This design comes from an exercise in tuning for small area on the open sky130 flow, not from production work.
Where RTL was checked, it was by simulation tests only, not by an equivalence proof against the original.
The clock port is modelled as an ideal driver, which makes a skipped or thinned clock tree look cheaper than it is; a real chip needs a root buffer or a tree.

==> module serial_rx, before the edit <==
module serial_rx (
    input   wire            i_clk,
    input   wire            i_res_n,
    input   wire            i_SerialData,
    input   wire            i_sfp_los,
    output  wire            o_rcv_en_n,
    input   wire    [3:0]   i_dip_sel,   
    output  wire            o_my_lock,
    output  reg             o_rx_lock,
    output  reg     [3:0]   o_data,
    output  reg             o_master
);
    assign o_rcv_en_n = 1'b0;    
    wire            w_sync1bData;
    wire            w_sync1bEn;
    reg     [1:0]   r_los_syncFF;
    wire            w_sfp_los = r_los_syncFF[1];
    always @(posedge i_clk or negedge i_res_n) begin
        if (~i_res_n) begin
            r_los_syncFF <= 2'b11;
        end else begin
            r_los_syncFF <= {r_los_syncFF[0], i_sfp_los};
        end
    end
    cdr cdr_inst (
        .i_clk ( i_clk ),
        .i_res_n ( i_res_n ),
        .i_SerialData ( i_SerialData ),
        .o_RecoveryData ( w_sync1bData ),
        .o_DataEn ( w_sync1bEn )
    );
    reg     [9:0]   r_10bShift;
    reg             r_shift_out;
    always @(posedge i_clk) begin
        if (~i_res_n) begin
            r_10bShift <= 10'd0;
        end else if (w_sync1bEn) begin
            r_10bShift <= {r_10bShift[8:0], w_sync1bData};
        end
    end
    always @(posedge i_clk) begin
        r_shift_out <= r_10bShift[9];
    end
    wire            w_k28_5_det = (r_10bShift == 10'b0011111010) |
                                  (r_10bShift == 10'b1100000101);
    reg     [3:0]   r_sym_bitCnt;
    wire            r_sym_capture = r_sym_bitCnt[3] & ~r_sym_bitCnt[1] & r_sym_bitCnt[0];   
    wire            r_out_trig = r_sym_bitCnt[3] & r_sym_bitCnt[1];                       
    wire            r_k28_5_det_FF = r_sym_bitCnt[0];
    always @(posedge i_clk) begin
        if (~i_res_n) begin
            r_sym_bitCnt <= 4'd0;
        end else if (w_sync1bEn) begin
            if (r_sym_capture) begin
                r_sym_bitCnt <= {3'b101, w_k28_5_det};
            end else if (w_k28_5_det) begin
                r_sym_bitCnt <= 4'd0;
            end else begin
                r_sym_bitCnt <= r_sym_bitCnt + 4'd1;
            end
        end else if (r_out_trig) begin
            r_sym_bitCnt <= 4'd0;
        end
    end
    wire    [9:0]   w_sym = {r_shift_out, r_10bShift[9:1]};
    wire    [8:0]   w_dec;
    wire            w_code_err;
    decode_8b10b decode_8b10b (
        .datain ( w_sym ),
        .dispin ( 1'b0 ),
        .dataout ( w_dec ),
        .dispout ( ),
        .code_err ( w_code_err ),
        .disp_err ( )
    );
    wire    [7:0]   w_8b_data = w_dec[7:0];
    reg             r_sym_ce;
    always @(posedge i_clk) begin
        if (~i_res_n) begin
            r_sym_ce <= 1'b1;
        end else if (r_out_trig) begin
            r_sym_ce <= w_code_err;
        end
    end
    reg             r_code_err;
    always @(posedge i_clk) begin
        if (~i_res_n) begin
            r_code_err <= 1'b1;
        end else if (r_sym_capture) begin
            r_code_err <= r_sym_ce;
        end
    end
    reg     [2:0]   r_lock_st;
    wire            r_sym_locked = r_lock_st[2] & (r_lock_st[1] | r_lock_st[0]);
    wire            w_bad_frame;
    always @(posedge i_clk or negedge i_res_n) begin
        if (~i_res_n) begin
            r_lock_st <= 3'd0;
        end else if (w_sfp_los | r_code_err | r_lock_st[1] & r_lock_st[2]) begin
            r_lock_st <= 3'd0;
        end else if (r_sym_locked) begin
            if (w_bad_frame) begin
                r_lock_st <= 3'd6;
            end
        end else if (w_sync1bEn & r_sym_capture) begin
            if (w_k28_5_det) begin
                r_lock_st <= r_lock_st + 3'd1;
            end else begin
                r_lock_st <= 3'd0;
            end
        end
    end
    assign o_my_lock = r_sym_locked;
    wire            w_p1_ok = ^w_8b_data[7:0];
    wire            w_frame = r_out_trig & ~r_k28_5_det_FF;
    wire            w_good = w_p1_ok & w_8b_data[7];
    assign          w_bad_frame = w_frame & ~w_good;
    always @(posedge i_clk or negedge i_res_n) begin
        if (~i_res_n) begin
            o_rx_lock <= 1'b0;
            o_data <= 4'd0;
            o_master <= 1'b0;
        end else if (~r_sym_locked | w_bad_frame) begin
            o_data <= o_data & ~i_dip_sel;
        end else if (w_frame) begin
            o_rx_lock <= ~(w_sym[2] ^ w_sym[1]);
            o_master <= w_sym[3] ^ w_sym[0];
            o_data[3:0] <= w_8b_data[4:1];
        end
    end
endmodule
export LEC_CHECK = 0
export CAP_MARGIN = 20
export CORE_MARGIN = 2
export CORE_UTILIZATION = 65
export PLACE_DENSITY = 0.75
export SLEW_MARGIN = 20
create_clock -name core_clock -period 16.0 [get_ports {CLK_60M}]
standard.sh (not shown) runs the stock make flow with config.mk's settings and CLKGATE_MAP_FILE= SYNTH_SCRIPT=/design/flow/synth_recipe.tcl, a recipe that flattens the netlist after the stock synthesis.
==> flow/flow/run.sh <==
#!/bin/bash
# Own layout flow: the standard flow (standard.sh), with
#  - synthesis mapped by an area-oriented ABC script (flow/abc_speed.script
#    stands in for ORFS's script of that name) and no adder cells, so ABC
#    maps all logic; registers are left as the standard synthesis makes them,
#  - port buffers of the smallest buffer cell,
#  - one tie cell for all constant outputs,
#  - a one-level clock tree (flow/cts_manual.tcl) in place of TritonCTS's.
# Each step's full output goes to a log file of its own in this folder;
# ORFS's per-stage logs are under orfs/logs/.
set -euo pipefail
W=$PWD

# Scripts folder: ORFS's scripts, with the ABC script replaced.
mkdir -p "$W/scripts_own"
for f in "$FLOW_HOME"/scripts/*; do
  ln -sfn "$f" "$W/scripts_own/$(basename "$f")"
done
rm -f "$W/scripts_own/abc_speed.script"
cp "$W/flow/abc_speed.script" "$W/scripts_own/abc_speed.script"

bash standard.sh SCRIPTS_DIR="$W/scripts_own" ADDER_MAP_FILE= synth > "$W/synth.log" 2>&1

# cts_hook.tcl runs before ORFS's CTS step and puts the one-level tree in
# place of its clock_tree_synthesis call.
cat > "$W/cts_hook.tcl" <<TCL
source $W/flow/cts_manual.tcl
rename clock_tree_synthesis tritoncts_unused
proc clock_tree_synthesis {args} { my_manual_cts }
TCL

export CTS_MAN_N=3
export CTS_MAN_CELL=sky130_fd_sc_hd__clkbuf_16
bash standard.sh \
  BUFFER_PORTS_ARGS="-buffer_cell sky130_fd_sc_hd__buf_1" \
  PRE_CTS_TCL="$W/cts_hook.tcl" \
  SKIP_REPAIR_TIE_FANOUT=1 \
  finish > "$W/layout.log" 2>&1
Other scripts of this flow, unchanged in this note and not shown: flow/flow/abc_speed.script, flow/flow/cts_manual.tcl
The first run produced a clean layout.
Then changed:
--- a/flow/design.v
+++ b/flow/design.v
@@ -390,10 +390,6 @@
     reg     [1:0]   r_los_syncFF;
     wire            w_sfp_los = r_los_syncFF[1];
-    always @(posedge i_clk or negedge i_res_n) begin
-        if (~i_res_n) begin
-            r_los_syncFF <= 2'b11;
-        end else begin
-            r_los_syncFF <= {r_los_syncFF[0], i_sfp_los};
-        end
+    always @(posedge i_clk) begin
+        r_los_syncFF <= {r_los_syncFF[0], i_sfp_los};
     end
     cdr cdr_inst (
@@ -457,12 +453,4 @@
         end
     end
-    reg             r_code_err;
-    always @(posedge i_clk) begin
-        if (~i_res_n) begin
-            r_code_err <= 1'b1;
-        end else if (r_sym_capture) begin
-            r_code_err <= r_sym_ce;
-        end
-    end
     reg     [2:0]   r_lock_st;
     wire            r_sym_locked = r_lock_st[2] & (r_lock_st[1] | r_lock_st[0]);
@@ -471,12 +459,12 @@
         if (~i_res_n) begin
             r_lock_st <= 3'd0;
-        end else if (w_sfp_los | r_code_err | r_lock_st[1] & r_lock_st[2]) begin
+        end else if (w_sfp_los | r_lock_st[1] & r_lock_st[2]) begin
             r_lock_st <= 3'd0;
         end else if (r_sym_locked) begin
-            if (w_bad_frame) begin
+            if (w_bad_frame | r_sym_capture & r_sym_ce) begin
                 r_lock_st <= 3'd6;
             end
         end else if (w_sync1bEn & r_sym_capture) begin
-            if (w_k28_5_det) begin
+            if (w_k28_5_det & ~r_sym_ce) begin
                 r_lock_st <= r_lock_st + 3'd1;
             end else begin
The changed run finished clean.
Sequential cell count drops by 1.
Final area drops by 1.6%.
Core utilization drops by 0.24 points.
Final cell count drops by 2.4%.
Maximum frequency drops by 0.43%.
Function not checked in the second run of this note: the RTL went through the layout flow alone. No run of this note takes its clock network from TritonCTS; it comes from the design's own scripts or RTL.

[re-timing with driven ports]
Ports are ideal in the flow. The routed layouts listed here were re-timed in OpenROAD.
Step 1 assumes that a clkbuf_16 drives the clock port and a buf_2 every other input.
Step 2 adds t to the input delays and takes it off the output delays; t is the mean of the earliest and latest rising clock arrival at the registers after step 1. Input paths then give back, and output paths get back, about the clock's delay inside the block.
Three values: ideal ports, drivers, drivers and shift; two values: the first two.
run	shift t [ns]	setup WS [ns]	worst register clock-pin slew, ns
the first run	0.210	8.996 / 8.977 / 8.977	0.09 / 0.09
the second run	0.208	8.966 / 8.946 / 8.946	0.11 / 0.11
After both steps setup and hold are still met in every run listed. For the second run, which loses most, drivers alone change the setup slack by -0.020 ns; drivers and shift together by -0.020 ns.
